From an optimization exercise on the open Yosys and OpenROAD flow, aimed at small area, a short achievable clock period and few clock cycles; shortcuts taken in it are not production practice.
Function was checked by simulation only, so behaviour that the tests miss may differ from the original.
Power is estimated from default activity; no workload was simulated.

--- flow/run.sh ---
#!/bin/bash
# synth_recipe.tcl (not shown) runs the flow's synth.tcl, then flattens the netlist and writes it again
# the make line also repeats each setting of config.mk as NAME=value (left out here)
make -C /OpenROAD-flow-scripts/flow DESIGN_CONFIG=/design/flow/config.mk WORK_HOME=/design/flow/orfs CLKGATE_MAP_FILE= SYNTH_SCRIPT=/design/flow/synth_recipe.tcl finish
--- flow/config.mk ---
export PLATFORM = sky130hd
export DESIGN_NAME = cpu_top
export DESIGN_NICKNAME = cpu_top
export VERILOG_FILES = /design/flow/design.v
export SDC_FILE = /design/flow/constraint.sdc
export NUM_CORES = 4
export LEC_CHECK = 0
export CAP_MARGIN = 20
export CORE_MARGIN = 2
export CORE_UTILIZATION = 30
export PLACE_DENSITY = 0.45
export SLEW_MARGIN = 20
--- flow/constraint.sdc ---
create_clock -name core_clock -period 10.0 [get_ports {clk}]
set_input_delay 2.0000 -clock core_clock [delete_from_list [all_inputs] [get_ports {clk}]]
set_output_delay 2.0000 -clock core_clock [all_outputs]
set_load 0.01 [all_outputs]
--- flow/design.v ---
`timescale 1ns / 1ps
module cpu_top (
    input               clk,
    input               rst_n,
    output      [31:0]  ext_pc,
    input       [31:0]  imem_rdata,
    output      [8:0]   dmem_addr,
    output              dmem_en,
    output      [3:0]   dmem_we,
    output      [31:0]  dmem_wdata,
    input       [31:0]  dmem_rdata
);
reg  [31:0] pc_f;
reg         d_valid;
reg  [31:0] d_ins;
reg  [31:0] d_pc;
reg         e_wen, e_ld, e_mem, e_jalr;
reg  [3:0]  e_we;
reg  [4:0]  e_rd;
reg  [31:0] e_a, e_b;
reg  [11:0] e_imm;
reg         e_fa_m, e_fa_w, e_fb_m, e_fb_w;
reg  [3:0]  e_op;
reg         e_sub;
reg  [6:0]  e_ea;           
reg  [1:0]  e_off;          
reg  [2:0]  e_f3;
reg         m_wen, m_ld;
reg  [4:0]  m_rd;
reg  [31:0] m_res;
reg  [1:0]  m_off;
reg  [2:0]  m_f3;
reg         w_wen;
reg  [4:0]  w_rd;
reg  [31:0] w_res;
reg  [31:0] rf [1:31];
wire [31:0] alu_sum;
localparam OP_ADD  = 4'd0,  OP_SLT = 4'd1, OP_SLTU = 4'd2, OP_XOR = 4'd3,
           OP_OR   = 4'd4,  OP_AND = 4'd5, OP_SLL  = 4'd6, OP_SRL = 4'd7,
           OP_SRA  = 4'd8,  OP_PASSB = 4'd9;
wire [6:0] opc = d_ins[6:0];
wire [2:0] f3  = d_ins[14:12];
wire [4:0] rd  = d_ins[11:7];
wire [4:0] rs1 = d_ins[19:15];
wire [4:0] rs2 = d_ins[24:20];
wire is_lui   = (opc == 7'b0110111);
wire is_auipc = (opc == 7'b0010111);
wire is_jal   = (opc == 7'b1101111);
wire is_jalr  = (opc == 7'b1100111);
wire is_br    = (opc == 7'b1100011);
wire is_ld    = (opc == 7'b0000011);
wire is_st    = (opc == 7'b0100011);
wire is_opi   = (opc == 7'b0010011);
wire is_op    = (opc == 7'b0110011);
wire is_halt  = (d_ins == 32'h00000073) || (d_ins == 32'h00100073);
wire use1 = is_jalr | is_br | is_ld | is_st | is_opi | is_op;
wire use2 = is_br | is_st | is_op;
wire need1_d = is_br | is_ld | is_st;      
wire need2_d = is_br;                      
wire wr    = (is_lui | is_auipc | is_jal | is_jalr | is_ld | is_opi | is_op) &&
             (rd != 5'd0);
wire [31:0] imm_i = {{20{d_ins[31]}}, d_ins[31:20]};
wire [31:0] imm_s = {{20{d_ins[31]}}, d_ins[31:25], d_ins[11:7]};
wire [31:0] imm_b = {{20{d_ins[31]}}, d_ins[7], d_ins[30:25], d_ins[11:8], 1'b0};
wire [31:0] imm_u = {d_ins[31:12], 12'd0};
wire [31:0] imm_j = {{12{d_ins[31]}}, d_ins[19:12], d_ins[20], d_ins[30:21], 1'b0};
wire [31:0] rf1 = (rs1 == 5'd0) ? 32'd0 : rf[rs1];
wire [31:0] rf2 = (rs2 == 5'd0) ? 32'd0 : rf[rs2];
wire m1 = m_wen && !m_ld && (m_rd == rs1);
wire m2 = m_wen && !m_ld && (m_rd == rs2);
wire w1 = w_wen && (w_rd == rs1);
wire w2 = w_wen && (w_rd == rs2);
wire [31:0] v1 = m1 ? m_res : w1 ? w_res : rf1;
wire [31:0] v2 = m2 ? m_res : w2 ? w_res : rf2;
wire e1  = e_wen && (e_rd == rs1);
wire e2  = e_wen && (e_rd == rs2);
wire ml1 = m_wen && m_ld && (m_rd == rs1);
wire ml2 = m_wen && m_ld && (m_rd == rs2);
wire ld_use = e_ld && ((use1 && e1) || (use2 && e2));
wire d_dep  = (need1_d && (e1 || ml1)) || (need2_d && (e2 || ml2));
wire e_jr   = e_jalr;                     
wire hold   = d_valid && (ld_use || d_dep || is_halt);
wire        eq  = (v1 == v2);
wire        ltu = (v1 < v2);
wire        lts = ({~v1[31], v1[30:0]} < {~v2[31], v2[30:0]});
reg         cond;
always @(*) begin
    case (f3)
        3'b000:  cond = eq;
        3'b001:  cond = !eq;
        3'b100:  cond = lts;
        3'b101:  cond = !lts;
        3'b110:  cond = ltu;
        3'b111:  cond = !ltu;
        default: cond = 1'b0;
    endcase
end
wire [31:0] tgt     = d_pc + (is_jal ? imm_j : is_auipc ? imm_u : imm_b);
wire        d_taken = d_valid && (is_jal || (is_br && cond));
wire [8:0]  ea = v1[8:0] + (is_st ? imm_s[8:0] : imm_i[8:0]);
reg  [3:0]  we;
always @(*) begin
    case (f3[1:0])
        2'b00:   we = 4'b0001 << ea[1:0];
        2'b01:   we = (ea[1:0] == 2'b00) ? 4'b0011 :
                      (ea[1:0] == 2'b10) ? 4'b1100 : 4'b0000;
        2'b10:   we = 4'b1111;
        default: we = 4'b0001 << ea[1:0];
    endcase
end
reg [3:0] aop;
reg       asub;
always @(*) begin
    aop  = OP_ADD;
    asub = 1'b0;
    if (is_opi || is_op) begin
        case (f3)
            3'b000: begin aop = OP_ADD; asub = is_op & d_ins[30]; end
            3'b010: begin aop = OP_SLT;  asub = 1'b1; end
            3'b011: begin aop = OP_SLTU; asub = 1'b1; end
            3'b100: aop = OP_XOR;
            3'b110: aop = OP_OR;
            3'b111: aop = OP_AND;
            3'b001: aop = OP_SLL;
            3'b101: aop = d_ins[30] ? OP_SRA : OP_SRL;
        endcase
    end else begin
        aop = OP_PASSB;
    end
end
reg [31:0] bsel;
always @(*) begin
    if (is_op || is_st)            bsel = v2;
    else if (is_lui)               bsel = imm_u;
    else if (is_auipc)             bsel = tgt;
    else if (is_jal || is_jalr)    bsel = pc_f;         
    else                           bsel = imm_i;
end
wire pass = d_valid && !hold && !e_jr;
always @(posedge clk or negedge rst_n) begin
    if (!rst_n) begin
        pc_f    <= 32'd0;
        d_valid <= 1'b0;
    end else begin
        if (e_jr) begin
            pc_f    <= {alu_sum[31:1], 1'b0};
            d_valid <= 1'b0;
        end else if (!hold) begin
            if (d_taken) begin
                pc_f    <= tgt;
                d_valid <= 1'b0;
            end else begin
                pc_f    <= pc_f + 32'd4;
                d_valid <= 1'b1;
            end
        end
    end
end
always @(posedge clk) begin
    if (!hold) begin
        d_ins <= imem_rdata;
        d_pc  <= pc_f;
    end
end
always @(posedge clk or negedge rst_n) begin
    if (!rst_n) begin
        e_wen  <= 1'b0;
        e_ld   <= 1'b0;
        e_mem  <= 1'b0;
        e_jalr <= 1'b0;
        e_we   <= 4'd0;
    end else begin
        e_wen  <= pass & wr;
        e_ld   <= pass & is_ld;
        e_mem  <= pass & (is_ld | is_st);
        e_jalr <= pass & is_jalr;
        e_we   <= (pass & is_st) ? we : 4'd0;
    end
end
always @(posedge clk) begin
    e_rd   <= rd;
    e_a    <= v1;
    e_b    <= bsel;
    e_imm  <= d_ins[31:20];
    e_op   <= aop;
    e_sub  <= asub;
    e_fa_m <= use1 && e1;
    e_fa_w <= use1 && !e1 && ml1;
    e_fb_m <= (is_op || is_st) && e2;
    e_fb_w <= (is_op || is_st) && !e2 && ml2;
    e_ea   <= ea[8:2];
    e_off  <= ea[1:0];
    e_f3   <= f3;
end
wire [31:0] a = e_fa_m ? m_res : e_fa_w ? w_res : e_a;
wire [31:0] b = e_fb_m ? m_res : e_fb_w ? w_res : e_b;
wire [31:0] add_b   = e_jalr ? {{20{e_imm[11]}}, e_imm} : (e_sub ? ~b : b);
wire [32:0] alu_sum33 = {1'b0, a} + {1'b0, add_b} + {32'd0, e_sub};
assign alu_sum = alu_sum33[31:0];
wire        sltu_r  = ~alu_sum33[32];
wire        slt_r   = (a[31] ^ b[31]) ? a[31] : alu_sum[31];
wire        is_sll = (e_op == OP_SLL);
wire        fill   = (e_op == OP_SRA) & a[31];
reg  [31:0] sh_in, sh_rev;
integer k;
always @(*) begin
    for (k = 0; k < 32; k = k + 1) sh_in[k] = is_sll ? a[31-k] : a[k];
end
wire [31:0] sh1 = b[0] ? {{1{fill}},  sh_in[31:1]}  : sh_in;
wire [31:0] sh2 = b[1] ? {{2{fill}},  sh1[31:2]}    : sh1;
wire [31:0] sh4 = b[2] ? {{4{fill}},  sh2[31:4]}    : sh2;
wire [31:0] sh8 = b[3] ? {{8{fill}},  sh4[31:8]}    : sh4;
wire [31:0] shr = b[4] ? {{16{fill}}, sh8[31:16]}   : sh8;
always @(*) begin
    for (k = 0; k < 32; k = k + 1) sh_rev[k] = shr[31-k];
end
reg  [31:0] alu;
always @(*) begin
    case (e_op)
        OP_ADD:   alu = alu_sum;
        OP_SLT:   alu = {31'd0, slt_r};
        OP_SLTU:  alu = {31'd0, sltu_r};
        OP_XOR:   alu = a ^ b;
        OP_OR:    alu = a | b;
        OP_AND:   alu = a & b;
        OP_SLL:   alu = sh_rev;
        OP_SRL:   alu = shr;
        OP_SRA:   alu = shr;
        default:  alu = b;
    endcase
end
assign ext_pc     = pc_f;
assign dmem_addr  = {2'b00, e_ea};
assign dmem_en    = e_mem;
assign dmem_we    = e_we;
assign dmem_wdata = (e_f3[1:0] == 2'b00) ? {4{b[7:0]}} :
                    (e_f3[1:0] == 2'b01) ? {2{b[15:0]}} : b;
always @(posedge clk or negedge rst_n) begin
    if (!rst_n) begin
        m_wen <= 1'b0;
        m_ld  <= 1'b0;
    end else begin
        m_wen <= e_wen;
        m_ld  <= e_ld;
    end
end
always @(posedge clk) begin
    m_rd  <= e_rd;
    m_res <= alu;
    m_off <= e_off;
    m_f3  <= e_f3;
end
reg [31:0] ldata;
always @(*) begin
    case (m_f3[1:0])
        2'b00: begin
            case (m_off)
                2'b00: ldata = {{24{dmem_rdata[7]  & ~m_f3[2]}}, dmem_rdata[7:0]};
                2'b01: ldata = {{24{dmem_rdata[15] & ~m_f3[2]}}, dmem_rdata[15:8]};
                2'b10: ldata = {{24{dmem_rdata[23] & ~m_f3[2]}}, dmem_rdata[23:16]};
                2'b11: ldata = {{24{dmem_rdata[31] & ~m_f3[2]}}, dmem_rdata[31:24]};
            endcase
        end
        2'b01: begin
            case (m_off)
                2'b00:   ldata = {{16{dmem_rdata[15] & ~m_f3[2]}}, dmem_rdata[15:0]};
                2'b10:   ldata = {{16{dmem_rdata[31] & ~m_f3[2]}}, dmem_rdata[31:16]};
                default: ldata = 32'd0;
            endcase
        end
        2'b10:   ldata = dmem_rdata;
        default: begin
            case (m_off)
                2'b00: ldata = {{24{dmem_rdata[7]  & ~m_f3[2]}}, dmem_rdata[7:0]};
                2'b01: ldata = {{24{dmem_rdata[15] & ~m_f3[2]}}, dmem_rdata[15:8]};
                2'b10: ldata = {{24{dmem_rdata[23] & ~m_f3[2]}}, dmem_rdata[23:16]};
                2'b11: ldata = {{24{dmem_rdata[31] & ~m_f3[2]}}, dmem_rdata[31:24]};
            endcase
        end
    endcase
end
always @(posedge clk or negedge rst_n) begin
    if (!rst_n) w_wen <= 1'b0;
    else        w_wen <= m_wen;
end
always @(posedge clk) begin
    w_rd  <= m_rd;
    w_res <= m_ld ? ldata : m_res;
end
always @(posedge clk) begin
    if (w_wen) rf[w_rd] <= w_res;
end
endmodule
==> flow_summary.yaml, run 1 <==
drt:
  first_pass_iters: 6
  wl_mm: 275.4
  wl_per_cell_um: 33.40
  viasPerCell: 5.761
  drtIter0Drc: 4924
  drc: 0
  antenna_left: 0
  vias: 47502
yosys:
  synth_top_cell_by_area: "edfxtp_1"
  netlist_area_mm2: 0.06966
  ys_ff_latch: 1291
  ys.flop_type: "edfxtp_1"
  synth.avg_cell_area_um2: 14.01
  synthArstFlopShare_pct: 3.408
  ys_warn_count: 1
  seq_area_frac_synth_pct: 52.59
  postSynthCellCount: 4971
  yosysTopAreaCellShare_pct: 45.52
  synth_edf_count: 1056
  yosysUniqueCellTypes: 96
  synth_area_leaders: "edfxtp_1 46%, mux4_2 18%, dfxtp_1 5.5%"
worst_hold_path:
  worstHoldPathCells: 0
  holdCritStartpoint: "e_f3[2]"
  hp-class: "register to register"
  hold_path_end: "m_f3[2]"
clock_network:
  cts-root-buf: "clkbuf_16"
  cts_buffer_depth: 3
  clkSinkCount: 1291
  cts_setup_buffers: 0
  clock_latency_ns: 0.83
  cts_tree: "built"
  post_cts_resized: 0
  ctsHoldBuffers: 0
  numCtsBuffers: 150
  clk_pin_slew_ns: 0.06
  h-tree-depth: 4
worst_setup_path:
  cpPeakStageDelay_ns: 0.93
  cp_max_fo: 48
  reg2reg_to: "pc_f[2]"
  cp_data_required_time_ns: 10.74
  critPathLaunchType: "register"
  worstSetupPathType: "register to register"
  r2r_setup_slack_ns: 2.56
  arrival_ns: 8.18
  r2r_cells: 18
  cp_num_buf_inv: 2
  crit_chain: "buf_4, buf_4, mux4_2, mux4_2, a21oi_1, o211ai_1, o21ai_0, ha_1, nand3_1, a21boi_0, o21bai_1, a31oi_1, o41ai_1, mux2i_1, a21boi_1, o21ai_1, mux2_2, o21ai_0"
  crit_path_top_delay_cell: "dfxtp_4"
  crit_family: "compound AO/OA/AOI/OAI gates"
  worst_setup_path_end_kind: "register"
power:
  p_leak_nw: 27.31
  powerDensity_mw_per_mm2: 186.1
  ir_drop_mv: 0.1507
timing:
  timing.final.crit_period_ns: 7.441
  setup_viol: 0
  setup_slack_ns: 2.559
  worst_pin_slew_ns: 1.222
  rsz0062_at_grt: "no"
  slew-limit-headroom_pct: 16.24
  clock.fmax_mhz: 134.4
  maxSlewViolCount: 0
  finalSetupTns_ns: 0
  finClkSkew_ns: 0.04174
  finalHoldViolCount: 0
  fin_crit_sh_pct: 74.41
floorplanning:
  ios: 144
  core_mm2: 0.2303
  initial_core_util_pct: 30.24
  core.rowCount: 176
  die_x_um: 485.9
  dieArea_mm2: 0.2361
  dieHeight_um: 485.9
finish:
  drive_above_1_share_pct: 22.58
  utilization_pct: 34.81
  synthToLayoutAreaGrowth_pct: 15.11
  final_common_cell: "edfxtp_1"
  final_cell_mix: "1056 x edfxtp_1, 566 x mux4_2, 320 x a21oi_1"
  fillers: 22168
  multi_input_area_mm2: 0.03148
  regArea_mm2: 0.03668
  nets: 5338
placed_design:
  gp_congestion: 0.9739
  dp_slack_ns: 2.672
  hpwl_mm: 181.8
  portBuffers: 141
global_routing:
  antenna_found_initial: 9
  grt_overflow: 0
  grt_usage_pct: 22.90
  grt_pass1_vias: 47040
  grt_pass1_wl_mm: 381.5
  grt_max_degree: 127
flow_run:
  maxCapViolCount: 0
status:
  outcome: "complete, no violations"
layer usage:
metal	vias up	wire (µm)	global-route usage, %
met1	24926	114600	30.23
met3	463	16980	3.611
met2	1935	130500	37.17
met4	8	13290	10.13
li1	20170	-	-
met5	-	53	0
sequential cells by signal (all words and copies together) (netlist names), 32 cells and up, named ones only:
signal,count
e_a,32
rf,992
d_ins,32
d_pc,32
w_res,32
pc_f,32
m_res,32
e_b,32
layout make-up:
cell class / instances / share of cell area (%)
flip-flops and latches: 1291 / 45.74
diodes: 4 / 0.01248
well taps: 3026 / 4.721
repair buffers: 343 / 3.873
clock buffers: 194 / 5.052
clock inverters: 78 / 0.8707
multi-input cells: 3208 / 39.25
inverters: 102 / 0.4775
cell usage after synthesis (12+ instances only):
library cell  instances
clkbuf_1            248
edfxtp_1           1056
mux2i_1             275
nand3b_1             12
dfxtp_1             191
a21boi_0             25
nand2_1             268
buf_2                62
o22ai_1              20
mux2_2               93
nor2_1              298
a21o_1               66
and3_1               21
o21ai_1              12
nor2b_1              15
nor3_1               31
a221oi_1             35
o211ai_1             94
o221ai_1             13
nand3_1              57
and2_1               15
buf_1                47
a21oi_1             320
mux4_2              566
a22oi_1              60
o21a_1               46
nor4_1               14
xor2_1               44
o21ai_0             214
dfrtp_1              44
xnor2_1              94
a31oi_1              23
inv_1               100
nand4_1              23
o21bai_1             12
ha_1                173
a211oi_1             68
nand2b_1             22
cells by family after synthesis:
logic type,share of synthesized area [%]
xor gates and xnor gates,1.735
adders and majority gates,3.208
AOI/OAI and AO/OA,10.42
DFF,52.59
and+or+nand+nor,5.379
muxes,23.90
other,0.005383
buffers and inverters,2.762
report_power, final:
group          internal [W]  leakage [nW]  switching (W)
Clock               0.00304          2.32        0.00235
Sequential          0.00609          11.8       0.000363
Combinational       0.00117          13.2        0.00191
Total                0.0103          27.3        0.00463
how the worst max path moves through the flow:
stage / startpoint / endpoint / slack, ns / depth (start not counted)
after floorplan: register / pc_f[24] / 4.30 / 21
after global placement: register / pc_f[2] / 2.67 / 17
after detailed placement: register / pc_f[2] / 2.67 / 17
after CTS: register / pc_f[2] / 2.64 / 17
after global routing: register / pc_f[2] / 2.24 / 18
final: register / pc_f[2] / 2.56 / 18
worst reg2reg max path, cell delays in order, from the launching register on:
cell	delay, ns
dfxtp_4	0.93
buf_4	0.54
buf_4	0.43
mux4_2	0.38
mux4_2	0.47
a21oi_1	0.47
o211ai_1	0.15
o21ai_0	0.47
ha_1	0.41
nand3_1	0.08
a21boi_0	0.10
o21bai_1	0.35
a31oi_1	0.24
o41ai_1	0.56
mux2i_1	0.34
a21boi_1	0.22
o21ai_1	0.71
mux2_2	0.41
o21ai_0	0.14
through the flow:
| stage | total power (W) | area [µm²] | hold WS, ns | cells |
|---|---|---|---|---|
| 6_report | 0.01492 | 80190 | 0.3330 | 8246 |
| 4_1_cts | 0.01500 | 80180 | 0.3365 | 8242 |
| 3_3_place_gp | 0.009599 | 75360 | 0.3302 | 7967 |
| 3_5_place_dp | 0.009599 | 75430 | 0.3194 | 7970 |
| 5_1_grt | 0.01544 | 80180 | 0.3506 | 8242 |
| 2_1_floorplan | 0.008154 | 69670 | 0.3096 | 4972 |
Testbench counts, summed over its fixed seeds: cycles 73,843.
==> run 2: changes to the inputs <==
--- a/flow/design.v
+++ b/flow/design.v
@@ -14,6 +14,15 @@
 reg         d_valid;
 reg  [31:0] d_ins;
 reg  [31:0] d_pc;
+reg  [31:1] d_s1, d_s2;      
+reg  [31:1] f_s1, f_s2;
+integer q;
+always @(*) begin
+    for (q = 1; q < 32; q = q + 1) begin
+        f_s1[q] = (imem_rdata[19:15] == q);
+        f_s2[q] = (imem_rdata[24:20] == q);
+    end
+end
 reg         e_wen, e_ld, e_mem, e_jalr;
 reg  [3:0]  e_we;
 reg  [4:0]  e_rd;
@@ -25,6 +34,7 @@
 reg  [6:0]  e_ea;           
 reg  [1:0]  e_off;          
 reg  [2:0]  e_f3;
+reg  [31:0] e_sd;           
 reg         m_wen, m_ld;
 reg  [4:0]  m_rd;
 reg  [31:0] m_res;
@@ -35,6 +45,7 @@
 reg  [31:0] w_res;
 reg  [31:0] rf [1:31];
 wire [31:0] alu_sum;
+reg  [31:0] ldata;
 localparam OP_ADD  = 4'd0,  OP_SLT = 4'd1, OP_SLTU = 4'd2, OP_XOR = 4'd3,
            OP_OR   = 4'd4,  OP_AND = 4'd5, OP_SLL  = 4'd6, OP_SRL = 4'd7,
            OP_SRA  = 4'd8,  OP_PASSB = 4'd9;
@@ -64,8 +75,16 @@
 wire [31:0] imm_b = {{20{d_ins[31]}}, d_ins[7], d_ins[30:25], d_ins[11:8], 1'b0};
 wire [31:0] imm_u = {d_ins[31:12], 12'd0};
 wire [31:0] imm_j = {{12{d_ins[31]}}, d_ins[19:12], d_ins[20], d_ins[30:21], 1'b0};
-wire [31:0] rf1 = (rs1 == 5'd0) ? 32'd0 : rf[rs1];
-wire [31:0] rf2 = (rs2 == 5'd0) ? 32'd0 : rf[rs2];
+reg  [31:0] rf1, rf2;
+integer r;
+always @(*) begin
+    rf1 = 32'd0;
+    rf2 = 32'd0;
+    for (r = 1; r < 32; r = r + 1) begin
+        rf1 = rf1 | ({32{d_s1[r]}} & rf[r]);
+        rf2 = rf2 | ({32{d_s2[r]}} & rf[r]);
+    end
+end
 wire m1 = m_wen && !m_ld && (m_rd == rs1);
 wire m2 = m_wen && !m_ld && (m_rd == rs2);
 wire w1 = w_wen && (w_rd == rs1);
@@ -77,7 +96,8 @@
 wire ml1 = m_wen && m_ld && (m_rd == rs1);
 wire ml2 = m_wen && m_ld && (m_rd == rs2);
 wire ld_use = e_ld && ((use1 && e1) || (use2 && e2));
-wire d_dep  = (need1_d && (e1 || ml1)) || (need2_d && (e2 || ml2));
+wire d_dep  = (need1_d && (e1 || ml1)) || (need2_d && (e2 || ml2)) ||
+              (is_st && e2);           
 wire e_jr   = e_jalr;                     
 wire hold   = d_valid && (ld_use || d_dep || is_halt);
 wire        eq  = (v1 == v2);
@@ -130,35 +150,30 @@
 end
 reg [31:0] bsel;
 always @(*) begin
-    if (is_op || is_st)            bsel = v2;
+    if (is_op)                     bsel = v2;
     else if (is_lui)               bsel = imm_u;
     else if (is_auipc)             bsel = tgt;
     else if (is_jal || is_jalr)    bsel = pc_f;         
     else                           bsel = imm_i;
 end
 wire pass = d_valid && !hold && !e_jr;
+wire [31:0] sd = ml2 ? ldata : v2;
+wire        redir = d_taken && !hold && !e_jr;
+wire [31:0] pc_nt = e_jr ? {alu_sum[31:1], 1'b0} : hold ? pc_f : pc_f + 32'd4;
 always @(posedge clk or negedge rst_n) begin
     if (!rst_n) begin
         pc_f    <= 32'd0;
         d_valid <= 1'b0;
     end else begin
-        if (e_jr) begin
-            pc_f    <= {alu_sum[31:1], 1'b0};
-            d_valid <= 1'b0;
-        end else if (!hold) begin
-            if (d_taken) begin
-                pc_f    <= tgt;
-                d_valid <= 1'b0;
-            end else begin
-                pc_f    <= pc_f + 32'd4;
-                d_valid <= 1'b1;
-            end
-        end
+        pc_f    <= redir ? tgt : pc_nt;
+        d_valid <= !e_jr && (hold ? d_valid : !redir);
     end
 end
 always @(posedge clk) begin
     if (!hold) begin
         d_ins <= imem_rdata;
+        d_s1  <= f_s1;
+        d_s2  <= f_s2;
         d_pc  <= pc_f;
     end
 end
@@ -186,8 +201,10 @@
     e_sub  <= asub;
     e_fa_m <= use1 && e1;
     e_fa_w <= use1 && !e1 && ml1;
-    e_fb_m <= (is_op || is_st) && e2;
-    e_fb_w <= (is_op || is_st) && !e2 && ml2;
+    e_fb_m <= is_op && e2;
+    e_fb_w <= is_op && !e2 && ml2;
+    e_sd   <= (f3[1:0] == 2'b00) ? {4{sd[7:0]}} :
+              (f3[1:0] == 2'b01) ? {2{sd[15:0]}} : sd;
     e_ea   <= ea[8:2];
     e_off  <= ea[1:0];
     e_f3   <= f3;
@@ -233,8 +250,7 @@
 assign dmem_addr  = {2'b00, e_ea};
 assign dmem_en    = e_mem;
 assign dmem_we    = e_we;
-assign dmem_wdata = (e_f3[1:0] == 2'b00) ? {4{b[7:0]}} :
-                    (e_f3[1:0] == 2'b01) ? {2{b[15:0]}} : b;
+assign dmem_wdata = e_sd;
 always @(posedge clk or negedge rst_n) begin
     if (!rst_n) begin
         m_wen <= 1'b0;
@@ -250,7 +266,6 @@
     m_off <= e_off;
     m_f3  <= e_f3;
 end
-reg [31:0] ldata;
 always @(*) begin
     case (m_f3[1:0])
         2'b00: begin
--- a/flow/config.mk
+++ b/flow/config.mk
@@ -5,8 +5,10 @@
 export SDC_FILE = /design/flow/constraint.sdc
 export NUM_CORES = 4
 export LEC_CHECK = 0
+export ABC_AREA = 1
 export CAP_MARGIN = 20
 export CORE_MARGIN = 2
 export CORE_UTILIZATION = 30
 export PLACE_DENSITY = 0.45
+export SETUP_SLACK_MARGIN = 5
 export SLEW_MARGIN = 20
==> run 2 against run 1 <==
  * Setup slack gained 2.5 ns
  * Flip-flop and latch count grew 84
  * Still clean
  * Critical path depth grew 9
  * Via count grew 45%
  * Clock skew grew 0.032 ns
  * Count of clock-buffer cells in the layout grew 14
  * Maximum frequency grew 50%
  * Combinational power grew 9.7%
  * Global-route usage grew 9.9 points
==> flow_summary.yaml, run 2 <==
worst_setup_path:
  cp_max_fo: 28
  r2r_cells: 27
  critPathLaunchType: "register"
  worstSetupPathType: "register to register"
  arrival_ns: 5.70
  cp_data_required_time_ns: 10.72
  worst_setup_path_end_kind: "register"
  r2r_setup_slack_ns: 5.02
yosys:
  ys.flop_type: "edfxtp_1"
  synth_top_cell_by_area: "edfxtp_1"
  netlist_top_cells_count: "2584 x nand2_1, 1118 x edfxtp_1, 664 x nand3_1"
  synthArstFlopShare_pct: 3.200
  yosysTopAreaCellShare_pct: 46.95
  synth_top_family_by_area: "simple AND/OR/NAND/NOR gates"
  synth_xor_area_share_pct: 1.029
  synth.avg_cell_area_um2: 8.973
  yosys.area_share.adder_pct: 3.139
  synth_compound_area_share_pct: 11.21
  synth_simple_gate_area_share_pct: 24.78
  yosysUniqueCellTypes: 72
  ys_warn_count: 1
  synth_area_leaders: "edfxtp_1 47%, nand2_1 14%, dfxtp_1 6.0%"
  synth_edf_count: 1118
  netlist_area_mm2: 0.07151
  seq_area_frac_synth_pct: 54.45
  synthMuxAreaShare_pct: 0.01400
  synth.most_common_cell: "nand2_1"
  ys_ff_latch: 1375
  postSynthCellCount: 7970
finish:
  final_cell_mix: "2572 x nand2_1, 1118 x edfxtp_1, 662 x nand3_1"
  utilization_pct: 35.65
  largest_register_ffs: 992
  synthToLayoutAreaGrowth_pct: 18.33
  regMostFlops: "rf"
  fin_area_mm2: 0.08462
  nets: 8450
  drive_above_1_share_pct: 9.673
  final_common_cell: "nand2_1"
clock_network:
  numCtsBuffers: 163
  clk_pin_slew_ns: 0.06
  ctsHoldBuffers: 0
  cts_tree: "built"
  clock_latency_ns: 0.84
  clkSinkCount: 1375
  cts-root-buf: "clkbuf_16"
  h-tree-depth: 4
  cts_buffer_depth: 3
drt:
  vias: 68924
  first_pass_iters: 7
  wl_mm: 413.9
  antenna_left: 0
  viasPerCell: 5.982
  drtIter0Drc: 11610
  drc: 0
  wl_per_cell_um: 35.92
timing:
  clock.fmax_mhz: 201.0
  maxSlewViolCount: 0
  timing.final.crit_period_ns: 4.975
  finalSetupTns_ns: 0
  rsz0062_at_grt: "yes"
  finalHoldViolCount: 0
  setup_slack_ns: 5.025
  slew-limit-headroom_pct: 17.80
  finClkSkew_ns: 0.07376
  worst_pin_slew_ns: 1.233
  fin_crit_sh_pct: 49.75
  setup_viol: 0
  hold_slack_ns: 0.3251
floorplanning:
  ios: 144
  die_x_um: 492.2
  core_mm2: 0.2374
  core.rowCount: 179
  dieHeight_um: 492.2
  dieArea_mm2: 0.2423
  initial_core_util_pct: 30.12
power:
  powerDensity_mw_per_mm2: 194.3
  ir_drop_mv: 0.1325
  p_leak_nw: 32.75
global_routing:
  grt_overflow: 0
  antenna_found_initial: 22
  grt_pass1_wl_mm: 551.4
  grt_max_degree: 70
  grt_pass1_vias: 65338
  grt_usage_pct: 32.82
worst_hold_path:
  hp-class: "register to register"
  worstHoldPathCells: 0
placed_design:
  place_area_mm2: 0.07734
  dp_slack_ns: 3.201
  hpwl_mm: 273.9
  gp_congestion: 0.9750
  portBuffers: 141
status:
  outcome: "complete, no violations"
flow_run:
  maxCapViolCount: 0
[run 2: cell types whose count changed after synthesis, moves of 115 or more]
cell      before   now
nor2_1       298   413
nand3_1       57   664
mux2i_1      275     1
a221oi_1      35   199
nand2_1      268  2584
o21ai_0      214   355
nand4_1       23   294
mux4_2       566     0
inv_1        100   546
[run 2: where the power goes]
part | internal (W) | switching [W]
clock | 0.00357 | 0.00267
combinational | 0.00101 | 0.00237
sequential | 0.00648 | 0.000343
total | 0.0111 | 0.00538
[run 2: kinds of logic (layout without fill, tap and decap cells)]
kind of cell / count (synthesis) / after routing
AOI/OAI and AO/OA: 1211 / 1211
xor gates and xnor gates: 84 / 84
adders and majority gates: 177 / 177
buffers and inverters: 968 / 1337
DFF: 1375 / 1375
muxes: 1 / 1
other: 1 / 13
and+or+nand+nor: 4153 / 4156
[run 2: worst paths after layout]
kind / to / start
min in group asynchronous: pc_f[13] / rst_n
setup reg to reg: pc_f[18] / d_s2[26]
hold reg to reg: m_off[0] / e_off[0]
hold / removal: m_off[0] / e_off[0]
setup / recovery: pc_f[18] / d_s2[26]
max in group asynchronous: m_ld / rst_n
[run 2: worst max-delay path: stages, from the launching register on]
cell and delay, ns:
edfxtp_1 0.67, buf_6 0.61, nand2_1 0.10, nand2_1 0.12, a221oi_1 0.07, nand4_1 0.13, nor2_1 0.06, a21oi_2 0.54
o21ai_4 0.17, ha_1 0.35, nand2_1 0.08, nor2_1 0.16, nand4_1 0.14, nor3b_2 0.20, buf_4 0.16, nand2_1 0.10
nand3_1 0.08, nand2_1 0.05, nor2_1 0.08, nand2_1 0.12, nand2_2 0.11, nand2_4 0.06, buf_4 0.16, clkbuf_16 0.19
nand3_1 0.10, nand2_1 0.06, nand2_1 0.05, nand2_1 0.05
[run 2: area by class of cell]
class,instances,area (µm²)
diodes,11,27.53
clock buffers,208,4363
clock inverters,93,1159
fillers,24380,152800
inverters,571,2188
multi-input cells,5631,29640
flip-flops and latches,1375,38950
well taps,3167,3963
repair buffers,463,4315
repair inverters,2,18.77
[run 2: metrics by stage]
stage                     power (W)  instances
final                       0.01644      11521
after CTS                   0.01633      11470
after detailed placement    0.01012      11119
after global placement      0.01016      11117
after global routing        0.01694      11511
after floorplan            0.008508       7971
[run 2: repair_timing]
| item | in CTS | in global routing |
|---|---|---|
| cloned | 2 | 6 |
| gates resized for setup | 102 | 139 |
| endpoints found under the setup margin | 68 | 68 |
| pin swaps | 16 | 24 |
| buffers inserted | 48 | 34 |
[run 2: metal layers]
metal / wire, µm / up-vias / GRT usage (%)
li1: - / 28406 / -
met1: 162300 / 33959 / 43.65
met2: 174000 / 5361 / 48.73
met3: 50970 / 1184 / 8.934
met4: 26560 / 14 / 16.91
met5: 89 / - / 0
Testbench counts of run 2, summed over its fixed seeds: cycles 73,960.
==> run 3: changes to the inputs <==
--- a/flow/design.v
+++ b/flow/design.v
@@ -1,3 +1,12 @@
+module rf_ao222 (
+    input  [2:0]  s,
+    input  [31:0] a,
+    input  [31:0] b,
+    input  [31:0] c,
+    output [31:0] yn
+);
+assign yn = ~(({32{s[0]}} & a) | ({32{s[1]}} & b) | ({32{s[2]}} & c));
+endmodule
 `timescale 1ns / 1ps
 module cpu_top (
     input               clk,
@@ -75,16 +84,22 @@
 wire [31:0] imm_b = {{20{d_ins[31]}}, d_ins[7], d_ins[30:25], d_ins[11:8], 1'b0};
 wire [31:0] imm_u = {d_ins[31:12], 12'd0};
 wire [31:0] imm_j = {{12{d_ins[31]}}, d_ins[19:12], d_ins[20], d_ins[30:21], 1'b0};
-reg  [31:0] rf1, rf2;
-integer r;
-always @(*) begin
-    rf1 = 32'd0;
-    rf2 = 32'd0;
-    for (r = 1; r < 32; r = r + 1) begin
-        rf1 = rf1 | ({32{d_s1[r]}} & rf[r]);
-        rf2 = rf2 | ({32{d_s2[r]}} & rf[r]);
+wire [31:0] rf1, rf2;
+wire [31:0] yn1 [0:9];
+wire [31:0] yn2 [0:9];
+genvar gi;
+generate
+    for (gi = 0; gi < 10; gi = gi + 1) begin : g_rd
+        rf_ao222 u_r1 (.s(d_s1[3*gi+3:3*gi+1]), .a(rf[3*gi+1]), .b(rf[3*gi+2]),
+                       .c(rf[3*gi+3]), .yn(yn1[gi]));
+        rf_ao222 u_r2 (.s(d_s2[3*gi+3:3*gi+1]), .a(rf[3*gi+1]), .b(rf[3*gi+2]),
+                       .c(rf[3*gi+3]), .yn(yn2[gi]));
     end
-end
+endgenerate
+assign rf1 = ~(yn1[0] & yn1[1] & yn1[2] & yn1[3] & yn1[4] & yn1[5] & yn1[6] &
+               yn1[7] & yn1[8] & yn1[9]) | ({32{d_s1[31]}} & rf[31]);
+assign rf2 = ~(yn2[0] & yn2[1] & yn2[2] & yn2[3] & yn2[4] & yn2[5] & yn2[6] &
+               yn2[7] & yn2[8] & yn2[9]) | ({32{d_s2[31]}} & rf[31]);
 wire m1 = m_wen && !m_ld && (m_rd == rs1);
 wire m2 = m_wen && !m_ld && (m_rd == rs2);
 wire w1 = w_wen && (w_rd == rs1);
--- a/flow/config.mk
+++ b/flow/config.mk
@@ -5,10 +5,10 @@
 export SDC_FILE = /design/flow/constraint.sdc
 export NUM_CORES = 4
 export LEC_CHECK = 0
-export ABC_AREA = 1
 export CAP_MARGIN = 20
 export CORE_MARGIN = 2
 export CORE_UTILIZATION = 30
 export PLACE_DENSITY = 0.45
 export SETUP_SLACK_MARGIN = 5
 export SLEW_MARGIN = 20
+export SYNTH_HIERARCHICAL = 1
==> run 3 against run 2 <==
  * Maximum frequency shrank 14%
  * Largest power group unchanged
  * Combinational power grew 3%
  * Flip-flop and latch count is the same
  * First-iteration DRC count shrank 5.9%
  * Total power shrank 3.0%
  * Design area shrank 5.7%
  * Via count shrank 22%
  * Final cell count shrank 24%
  * Sequential share of layout area grew 2.8 points
  * Area after synthesis shrank 6.7%
  * Count of clock-buffer cells in the layout shrank 14
  * Highest routed layer unchanged
  * Setup slack lost 0.82 ns
==> flow_summary.yaml, run 3 <==
status:
  outcome: "complete, no violations"
floorplanning:
  dieArea_mm2: 0.2262
  dieHeight_um: 475.6
  initial_core_util_pct: 30.10
  core_mm2: 0.2217
  core.rowCount: 173
  ios: 144
  die_x_um: 475.6
yosys:
  ys_ff_latch: 1375
  postSynthCellCount: 5365
  synth.most_common_cell: "edfxtp_1"
  yosysTopAreaCellShare_pct: 50.32
  yosysUniqueCellTypes: 93
  ys.flop_type: "edfxtp_1"
  synth.avg_cell_area_um2: 12.44
  synth_area_leaders: "edfxtp_1 50%, a222oi_1 9.7%, dfxtp_1 6.4%"
  seq_area_frac_synth_pct: 58.36
  netlist_area_mm2: 0.06672
  synth_top_cell_by_area: "edfxtp_1"
  netlist_top_cells_count: "1118 x edfxtp_1, 646 x a222oi_1, 399 x nand2_1"
  synth_edf_count: 1118
  ys_warn_count: 7
  synthArstFlopShare_pct: 3.200
worst_setup_path:
  rr_startpoint: "d_s1[16]"
  r2r_cells: 22
  crit_chain: "buf_12, a222oi_1, nand4_1, a2111oi_4, nand2_1, o21ai_2, a21oi_2, ha_1, nand4_1, nor3_2, a21boi_2, o41a_1, nor4_2, mux2i_1, a31o_2, buf_6, buf_6, a21oi_4, buf_6, a311oi_2, o211ai_1, o211ai_1"
  cpPeakStageDelay_ns: 0.87
  r2r_setup_slack_ns: 4.21
  cp_data_required_time_ns: 10.72
  arrival_ns: 6.51
  cp_max_fo: 16
  worstSetupPathType: "register to register"
  critPathLaunchType: "register"
  cp_common_cell: "buf_6"
  crit_path_top_delay_cell: "a2111oi_4"
  reg2reg_to: "pc_f[29]"
  crit_family: "compound AO/OA/AOI/OAI gates"
  cp_num_buf_inv: 4
  worst_setup_path_end_kind: "register"
timing:
  finalHoldViolCount: 0
  clock.fmax_mhz: 172.7
  timing.final.crit_period_ns: 5.791
  finalSetupTns_ns: 0
  setup_viol: 0
  maxSlewViolCount: 0
  finClkSkew_ns: 0.04123
  worst_pin_slew_ns: 1.161
  rsz0062_at_grt: "yes"
  slew-limit-headroom_pct: 22.59
  fin_crit_sh_pct: 57.91
power:
  ir_drop_mv: 0.1846
  powerDensity_mw_per_mm2: 199.9
  power.total_w: 0.01594
  p_leak_nw: 27.91
placed_design:
  place_area_mm2: 0.07151
  portBuffers: 141
  dp_cells: 8308
  hpwl_mm: 202.8
  gp_congestion: 0.9609
finish:
  fin_area_mm2: 0.07976
  final_common_cell: "edfxtp_1"
  drive_above_1_share_pct: 15.97
  final_cells: 8732
  regMostFlops: "rf"
  nets: 5872
  regArea_mm2: 0.03896
  fillers: 21759
  largest_register_ffs: 992
  synthToLayoutAreaGrowth_pct: 19.54
  multi_input_area_mm2: 0.02651
  utilization_pct: 35.99
  final_cell_mix: "1118 x edfxtp_1, 646 x a222oi_1, 390 x nand2_1"
clock_network:
  numCtsBuffers: 152
  cts_tree: "built"
  clk_pin_slew_ns: 0.07
  h-tree-depth: 4
  cts_buffer_depth: 3
  cts-root-buf: "clkbuf_16"
  clock_latency_ns: 0.81
  ctsHoldBuffers: 0
  clkSinkCount: 1375
worst_hold_path:
  hold_path_end: "m_off[0]"
  holdCritStartpoint: "e_off[0]"
  hp-class: "register to register"
  worstHoldPathCells: 0
global_routing:
  grt_pass1_vias: 51508
  antenna_found_initial: 18
  grt_overflow: 0
  grt_max_degree: 78
  grt_pass1_wl_mm: 423.3
  grt_usage_pct: 26.66
drt:
  drc: 0
  antenna_left: 0
  drtIter0Drc: 10928
  wl_mm: 314.0
  vias: 54010
  first_pass_iters: 11
  viasPerCell: 6.185
  wl_per_cell_um: 35.96
flow_run:
  maxCapViolCount: 0
## run 3: changes by cell type after synthesis, moves of 93 or more
cell,previous run,this run
inv_1,546,134
a222oi_1,0,646
buf_6,9,126
nand4_1,294,143
a22o_1,115,3
a21oi_1,241,334
a221oi_1,199,28
nand3_1,664,54
mux2i_1,1,192
o21ai_0,355,180
nand2_1,2584,399
## run 3: final cells by class
type                    instances  share of cell area, %
clock inverters                84                 0.8518
flip-flops and latches       1375                  48.84
inverters                     138                 0.6573
well taps                    2975                  4.667
diodes                          4                0.01255
multi-input cells            3442                  33.23
repair buffers                520                  6.447
clock buffers                 194                  5.286
## run 3: kinds of logic (layout without fill, tap and decap cells)
kind of cell	Yosys count	count (layout)	share of synthesized area, %
AO/OA/AOI/OAI	1649	1649	19.17
flip-flops	1375	1375	58.36
AND/OR/NAND/NOR	1201	1201	8.251
buffers and inverters	549	936	4.701
multiplexers	263	263	4.187
adder cells (fa/ha/maj)	177	177	3.364
XOR/XNOR	150	150	1.969
other	1	6	0.005620
## run 3: worst max-delay path by stage
stage              from        end  slack [ns]  depth (start not counted)
3_3_place_gp   d_s2[17]   pc_f[25]        3.58                         19
5_1_grt        d_s2[16]   pc_f[20]        4.24                         21
3_5_place_dp   d_s2[17]   pc_f[25]        3.56                         19
2_1_floorplan  w_res[0]  m_res[30]        5.00                         22
4_1_cts        d_s1[25]   pc_f[23]        4.52                         20
6_report       d_s1[16]   pc_f[29]        4.21                         22
## run 3: Yosys stat by module, one instance, submodules excluded
module	times used	cells inside	area, µm²	flip-flops and latches
cpu_top	1	4545	58670	1375
rf_ao222	20	41	402.9	0
## run 3: worst reg2reg max path, stage by stage, from the launching register on
cell and delay, ns:
edfxtp_1 0.44, buf_12 0.20, a222oi_1 0.46, nand4_1 0.34, a2111oi_4 0.88, nand2_1 0.19
o21ai_2 0.11, a21oi_2 0.11, ha_1 0.33, nand4_1 0.15, nor3_2 0.07, a21boi_2 0.15
o41a_1 0.48, nor4_2 0.37, mux2i_1 0.23, a31o_2 0.32, buf_6 0.14, buf_6 0.09
a21oi_4 0.07, buf_6 0.17, a311oi_2 0.19, o211ai_1 0.12, o211ai_1 0.10
## run 3: where the power goes
group	switching (W)	internal, W	total (W)
clock network	0.00247	0.00314	0.00560
registers	0.000368	0.00648	0.00685
logic	0.00228	0.00121	0.00349
## run 3: per-layer routing
layer  part of all wire, %  GRT usage, %
met5                 0.082             0
met2                    44         40.80
met4                   6.0         13.87
met1                    39         35.27
met3                    11         5.874
## run 3: metrics by stage
step / hold slack (ns) / setup slack (ns)
finish: 0.3174 / 4.209
global route: 0.3370 / 4.237
CTS: 0.3232 / 4.518
detailed placement: 0.3146 / 3.560
global placement: 0.3117 / 3.578
floorplan: 0.3096 / 5.003
## run 3: timing repair
action                     4_1_cts  5_1_grt
buffers inserted                80       43
pin swaps                       48      120
gates cloned                    11        8
setup endpoints to repair       72       56
resized for setup              223      184
Testbench counts of run 3, summed over its fixed seeds: cycles 73,960.
==> run 4: changes to the inputs <==
==> flow/flow/run.sh (new file) <==
#!/bin/bash
set -euo pipefail
MARGIN=$(cat flow/margin.txt)
bash standard.sh finish SETUP_SLACK_MARGIN=$MARGIN > flow_make.log 2>&1
==> flow/flow/margin.txt (new file) <==
6
==> flow/standard.sh (new file) <==
#!/bin/bash
# synth_recipe.tcl (not shown) runs the flow's synth.tcl, then flattens the netlist and writes it again
# the make line also repeats each setting of config.mk as NAME=value (left out here)
make -C /OpenROAD-flow-scripts/flow DESIGN_CONFIG=/design/flow/config.mk WORK_HOME=/design/flow/orfs CLKGATE_MAP_FILE= SYNTH_SCRIPT=/design/flow/synth_recipe.tcl "${@:-finish}"
--- a/flow/config.mk
+++ b/flow/config.mk
@@ -9,6 +9,5 @@
 export CORE_MARGIN = 2
 export CORE_UTILIZATION = 30
 export PLACE_DENSITY = 0.45
-export SETUP_SLACK_MARGIN = 5
 export SLEW_MARGIN = 20
 export SYNTH_HIERARCHICAL = 1
removed: flow/run.sh
==> run 4 against run 3 <==
  * Largest power group unchanged
  * Final cell count increased by 1.8%
  * Largest cell class unchanged
  * Clock power increased by 4.3%
  * Critical endpoint is now pc_f[18]
  * Die area unchanged
  * Combinational power increased by 23%
==> flow_summary.yaml, run 4 <==
yosys:
  synth_top_cell_by_area: "edfxtp_1"
  synth.most_common_cell: "edfxtp_1"
  yosysUniqueCellTypes: 93
  ys_warn_count: 7
  synth_area_leaders: "edfxtp_1 50%, a222oi_1 9.7%, dfxtp_1 6.4%"
  netlist_top_cells_count: "1118 x edfxtp_1, 646 x a222oi_1, 399 x nand2_1"
  synthArstFlopShare_pct: 3.200
  netlist_area_mm2: 0.06672
  postSynthCellCount: 5365
  ys_ff_latch: 1375
  ys.flop_type: "edfxtp_1"
  synth_edf_count: 1118
  yosysTopAreaCellShare_pct: 50.32
  synth.avg_cell_area_um2: 12.44
  seq_area_frac_synth_pct: 58.36
finish:
  nets: 6022
  fin_area_mm2: 0.08334
  fillers: 21399
  regMostFlops: "rf"
  synthToLayoutAreaGrowth_pct: 24.91
  final_common_cell: "edfxtp_1"
  largest_register_ffs: 992
  final_cell_mix: "1118 x edfxtp_1, 646 x a222oi_1, 382 x nand2_1"
  drive_above_1_share_pct: 21.94
timing:
  hold_slack_ns: 0.3258
  finalHoldViolCount: 0
  rsz0062_at_grt: "yes"
  timing.final.crit_period_ns: 5.650
  finClkSkew_ns: 0.04382
  slew-limit-headroom_pct: 5.847
  fin_crit_sh_pct: 56.50
  clock.fmax_mhz: 177.0
  setup_viol: 0
  finalSetupTns_ns: 0
  maxSlewViolCount: 0
  worst_pin_slew_ns: 1.412
floorplanning:
  die_x_um: 475.6
  ios: 144
  dieHeight_um: 475.6
  core_mm2: 0.2217
  core.rowCount: 173
  dieArea_mm2: 0.2262
  initial_core_util_pct: 30.10
clock_network:
  h-tree-depth: 4
  clk_pin_slew_ns: 0.06
  clkSinkCount: 1375
  cts_buffer_depth: 3
  ctsHoldBuffers: 0
  clock_latency_ns: 0.81
  cts-root-buf: "clkbuf_16"
  numCtsBuffers: 152
  cts_tree: "built"
worst_setup_path:
  cpPeakStageDelay_ns: 0.71
  cp_data_required_time_ns: 10.70
  crit_path_top_delay_cell: "nand4_1"
  worstSetupPathType: "register to register"
  cp_num_buf_inv: 6
  critPathLaunchType: "register"
  worst_setup_path_end_kind: "register"
  crit_chain: "buf_6, buf_16, a222oi_1, nand4_1, a2111oi_4, mux2i_1, mux2_4, inv_4, ha_4, nand4_1, buf_4, a211oi_2, o41a_1, nor4_2, mux2i_1, a31o_2, a21o_4, buf_4, buf_16, nand2_1, o211ai_1, o21a_1"
  cp_max_fo: 9
  crit_family: "compound AO/OA/AOI/OAI gates"
  arrival_ns: 6.35
drt:
  drc: 0
  vias: 55551
  wl_mm: 320.0
  first_pass_iters: 12
  wl_per_cell_um: 36.01
  antenna_left: 0
  viasPerCell: 6.250
  drtIter0Drc: 11219
flow_run:
  maxCapViolCount: 0
global_routing:
  grt_max_degree: 81
  grt_usage_pct: 27.25
  grt_pass1_vias: 52720
  grt_pass1_wl_mm: 432.5
  antenna_found_initial: 24
  grt_overflow: 0
status:
  outcome: "complete, no violations"
placed_design:
  gp_congestion: 0.9366
  hpwl_mm: 205.1
  place_area_mm2: 0.07160
  portBuffers: 141
worst_hold_path:
  hp-class: "register to register"
power:
  p_leak_nw: 29.24
  ir_drop_mv: 0.1779
  powerDensity_mw_per_mm2: 203.3
-- run 4: timing repair --
item | 4_1_cts | 5_1_grt
pin swaps | 174 | 168
setup buffers | 196 | 67
setup endpoints to repair | 187 | 132
resized for setup | 565 | 180
gates cloned | 25 | 7
-- run 4: power breakdown --
group / switching (W) / leakage [nW] / internal [W]
clock network: 0.00250 / 2.51 / 0.00334
registers: 0.000310 / 12.7 / 0.00649
logic: 0.00263 / 14.0 / 0.00167
-- run 4: per-layer routing --
layer / global-route usage [%] / vias up / wire, µm / share of wire, %
met1: 35.90 / 28257 / 125600 / 39
li1: - / 22854 / - / -
met5: 0 / - / 46 / 0.014
met3: 6.205 / 711 / 34530 / 11
met4: 14.95 / 10 / 20320 / 6.4
met2: 41.34 / 3719 / 139500 / 44
-- run 4: per-stage QoR --
stage               cells  worst slack [ns]  utilization [%]  power (W)
floorplan            5366             5.561                -   0.008437
global placement     8305             3.308            32.28    0.01015
detailed placement   8305             3.397            32.30    0.01013
CTS                  8804             4.562            36.89    0.01660
global route         8880             4.266            37.59    0.01738
finish               8888             4.350            37.60    0.01694
-- run 4: kinds of logic (layout without fill, tap and decap cells) --
logic type	after synthesis	count (layout)	synth area share, %
muxes	263	263	4.187
other	1	12	0.005620
AOI/OAI and AO/OA	1649	1649	19.17
xor gates and xnor gates	150	150	1.969
DFF	1375	1375	58.36
buffers and inverters	549	1084	4.701
and+or+nand+nor	1201	1203	8.251
adders and majority gates	177	177	3.364
-- run 4: modules after synthesis, one instance, submodules excluded --
module | cells | times used | cell area [µm²]
rf_ao222 | 41 | 20 | 402.9
cpu_top | 4545 | 1 | 58670
-- run 4: layout make-up --
class	count	area [µm²]	share of cell area, %
antenna	10	25.02	0.03003
clock buffer	185	4063	4.875
clock inverter	93	1080	1.296
inverter	138	525.5	0.6305
multi-input combinational	3444	28120	33.73
sequential	1375	38990	46.79
tap	2975	3722	4.466
timing repair buffer	667	6814	8.176
timing repair inverter	1	5.005	0.006005
-- run 4: worst paths after layout --
| path | cells after the start | from | slack [ns] | end |
|---|---|---|---|---|
| min in group asynchronous | 2 | rst_n | 1.31 | pc_f[19] |
| worst min register to register | 0 | e_f3[2] | 0.33 | m_f3[2] |
| max in group asynchronous | 2 | rst_n | 8.09 | m_ld |
| worst max register to register | 22 | d_s2[25] | 4.35 | pc_f[18] |
| worst max-delay path | 22 | d_s2[25] | 4.35 | pc_f[18] |
| worst min-delay path | 0 | e_f3[2] | 0.33 | m_f3[2] |

## static timing again, ports no longer ideal
No port has a modelled driver above. Below, the same layouts with a new extraction and two added sets of constraints. Step 1, drivers: a clkbuf_16 drives clk and a buf_2 each remaining input, both assumed. Step 2 moves the port delays by t, midway between the first and last clock arrival at a register: inputs arrive t later, outputs are due t later. That takes back most of the time a late clock gives input paths. Three values: ideal, step 1, step 2; two values: the first two.
| run | t, ns | setup WS [ns] | worst hold slack (ns) | slew at the worst register clock pin (ns) | worst data-port slew with drivers (ns) |
|---|---|---|---|---|---|
| run 1 | 0.908 | 2.559 / 2.559 / 2.559 | 0.333 / 0.333 / 0.333 | 0.07 / 0.07 | 0.04 |
| run 2 | 0.905 | 5.025 / 5.025 / 5.025 | 0.325 / 0.325 / 0.325 | 0.07 / 0.07 | 0.09 |
| run 3 | 0.887 | 4.209 / 4.209 / 4.209 | 0.317 / 0.317 / 0.317 | 0.07 / 0.07 | 0.08 |
| run 4 | 0.892 | 4.350 / 4.350 / 4.350 | 0.326 / 0.326 / 0.326 | 0.07 / 0.07 | 0.07 |
After both steps setup and hold are still met in every run listed.
